This is an optimization exercise on Yosys and OpenROAD, whose aim is small area, a short achievable clock period and few clock cycles, not a production implementation.
The RTL was checked by simulation tests, not by an equivalence proof against the original design.

== run 1 ==
## core
module core(
  input clk,
  input resetn,
  output [31:0] address,
  output [31:0] data_out,
  input [31:0] data_in,
  output we
);
Settings: LEC_CHECK=0, CAP_MARGIN=10, CORE_MARGIN=2, CORE_UTILIZATION=45, SLEW_MARGIN=10, SYNTH_HIERARCHICAL=1; clock period 12.0 ns.
standard.sh (not shown) runs the stock make flow with config.mk's settings and CLKGATE_MAP_FILE= SYNTH_SCRIPT=/design/flow/synth_recipe.tcl, a recipe that flattens the netlist after the stock synthesis.
==> flow/flow/run.sh <==
#!/bin/bash
# The standard layout (standard.sh) in two parts:
#  - synthesis to clock tree: adders are not mapped to the library's full/half-adder cells
#    (slow carry chains), ports are buffered with buf_4 (instead of a delay cell), the clock
#    tree uses clkbuf_4/clkbuf_8, and timing repair aims at a 7.5 ns setup slack margin;
#  - global and detailed route: timing repair aims at the same 7.5 ns margin, and fixes what
#    global-routing parasitics made worse.
# Registers are mapped as in the standard synthesis. Each part's make output goes to its own log.
set -euo pipefail
COMMON=(ADDER_MAP_FILE= "BUFFER_PORTS_ARGS=-buffer_cell sky130_fd_sc_hd__buf_4"
        "CTS_BUF_LIST=sky130_fd_sc_hd__clkbuf_4 sky130_fd_sc_hd__clkbuf_8")
bash standard.sh "${COMMON[@]}" SETUP_SLACK_MARGIN=7.5 cts > make_to_cts.log 2>&1
bash standard.sh "${COMMON[@]}" SETUP_SLACK_MARGIN=7.5 finish > make_finish.log 2>&1
Testbench counts of run 1, summed over its fixed seeds: cycles 196,504.
Input changes introduced in run 2 (baseline for comparison: run 1):
Settings: changing SLEW_MARGIN from 10 to 20; changing CORE_UTILIZATION from 45 to 50; changing CAP_MARGIN from 10 to 20.
Results
- Run 2 ended up with a higher fraction of the core area covered by cells at the end of the flow than run 1 did.
- Maximum frequency (higher): run 1
- Sort run 1 and run 2 by smallest setup slack after layout desc -> top: run 1
- On run 2: relative area change from synthesis to final layout is 0.96 points higher than what run 1 gave.
- Diff run 1 -> run 2 | register-to-register setup slack | decrease of 0.20 ns
Modified inputs, run 3 compared to run 2
Settings: CORE_UTILIZATION: 50 -> 45.
--- a/flow/flow/run.sh
+++ b/flow/flow/run.sh
@@ -5,2 +5,2 @@
-#    tree uses clkbuf_4/clkbuf_8, and timing repair aims at a 7.5 ns setup slack margin;
-#  - global and detailed route: timing repair aims at the same 7.5 ns margin, and fixes what
+#    tree uses clkbuf_4/clkbuf_8, and timing repair aims at a 7.75 ns setup slack margin;
+#  - global and detailed route: timing repair aims at the same 7.75 ns margin, and fixes what
@@ -12,2 +12,2 @@
-bash standard.sh "${COMMON[@]}" SETUP_SLACK_MARGIN=7.5 cts > make_to_cts.log 2>&1
-bash standard.sh "${COMMON[@]}" SETUP_SLACK_MARGIN=7.5 finish > make_finish.log 2>&1
+bash standard.sh "${COMMON[@]}" SETUP_SLACK_MARGIN=7.75 cts > make_to_cts.log 2>&1
+bash standard.sh "${COMMON[@]}" SETUP_SLACK_MARGIN=7.75 finish > make_finish.log 2>&1
## What came out
- Run comparison: run 3 cell type of the slowest stage on the worst timing path o22ai_4; run 2 cell type of the slowest stage on the worst timing path nand4_1
- From run 2 to run 3, final setup violation count did not move at all.
- The multi-input combinational cell count on run 2 is in line with that on run 3.
- Run 2 has a higher multi-input gate share of the layout cell area than run 3.
- What run 2 reported for count of clock-buffer cells in the layout has to be multiplied by 1.06 to get the figure for run 3.
- Run 2 has a lower worst hold slack than run 3.
- Between run 2 and run 3, final cycle utilization of the critical path decreased.
- Final critical delay including setup and external delays in run 3 is 0.30 ns below run 2.
- Going from run 2 to run 3, the logic depth of the worst setup path including buffers was found to have gone up by 6.
- Changes observed in run 3 relative to run 2: cell area climbed about 3.4%; sequential share of layout area dropped 1.6 points; number of buffers added by the clock tree synthesis step climbed about 2.4%.
The inputs of run 4 differ from those of run 3 as listed below.
--- a/flow/flow/run.sh
+++ b/flow/flow/run.sh
@@ -5,2 +5,2 @@
-#    tree uses clkbuf_4/clkbuf_8, and timing repair aims at a 7.75 ns setup slack margin;
-#  - global and detailed route: timing repair aims at the same 7.75 ns margin, and fixes what
+#    tree uses clkbuf_4/clkbuf_8, and timing repair aims at a 7.5 ns setup slack margin;
+#  - global and detailed route: timing repair aims at the same 7.5 ns margin, and fixes what
@@ -12,2 +12,2 @@
-bash standard.sh "${COMMON[@]}" SETUP_SLACK_MARGIN=7.75 cts > make_to_cts.log 2>&1
-bash standard.sh "${COMMON[@]}" SETUP_SLACK_MARGIN=7.75 finish > make_finish.log 2>&1
+bash standard.sh "${COMMON[@]}" SETUP_SLACK_MARGIN=7.5 cts > make_to_cts.log 2>&1
+bash standard.sh "${COMMON[@]}" SETUP_SLACK_MARGIN=7.5 finish > make_finish.log 2>&1
==> comparison <==
Compared run 3 against run 4; xor/xnor cell area share of the yosys netlist within noise.
Run 4 ends up with a share of the clock period used by the worst path after layout that is 1.0 points higher than in run 3.
Changes observed in run 4 relative to run 3: setup slack after layout moved down; layout overhead on the synthesized area lost 5.0 points; wire length after detailed routing dropped 22,000 µm.

re-timing with driven ports:
No port has a modelled driver above. Below, the same layouts with a new extraction and two added sets of constraints.
Step 1 assumes that a clkbuf_16 drives the clock port and a buf_2 every other input.
Step 2 times the ports against the registers' clock, not the clock port: input delays grow and output delays shrink by t, the midpoint of the rising clock arrivals with the driver on.
Slacks: ideal ports / drivers / drivers and shift; pairs: ideal ports / drivers.
| run | shift t [ns] | setup WS [ns] | worst setup path at the end | clock arrival spread, ns |
|---|---|---|---|---|
| run 1 | 1.018 | 7.368 / 7.205 / 6.188 | input to register | 0.082 / 0.081 |
| run 2 | 1.053 | 7.135 / 6.948 / 5.895 | input to register | 0.066 / 0.066 |
| run 3 | 1.036 | 7.434 / 7.298 / 6.263 | input to register | 0.081 / 0.081 |
| run 4 | 1.016 | 7.309 / 7.213 / 6.197 | input to register | 0.084 / 0.085 |
After both steps setup and hold are still met in every run listed. The setup slack of run 2, which loses most, moves by -0.187 ns with the drivers and by -1.240 ns with both steps.
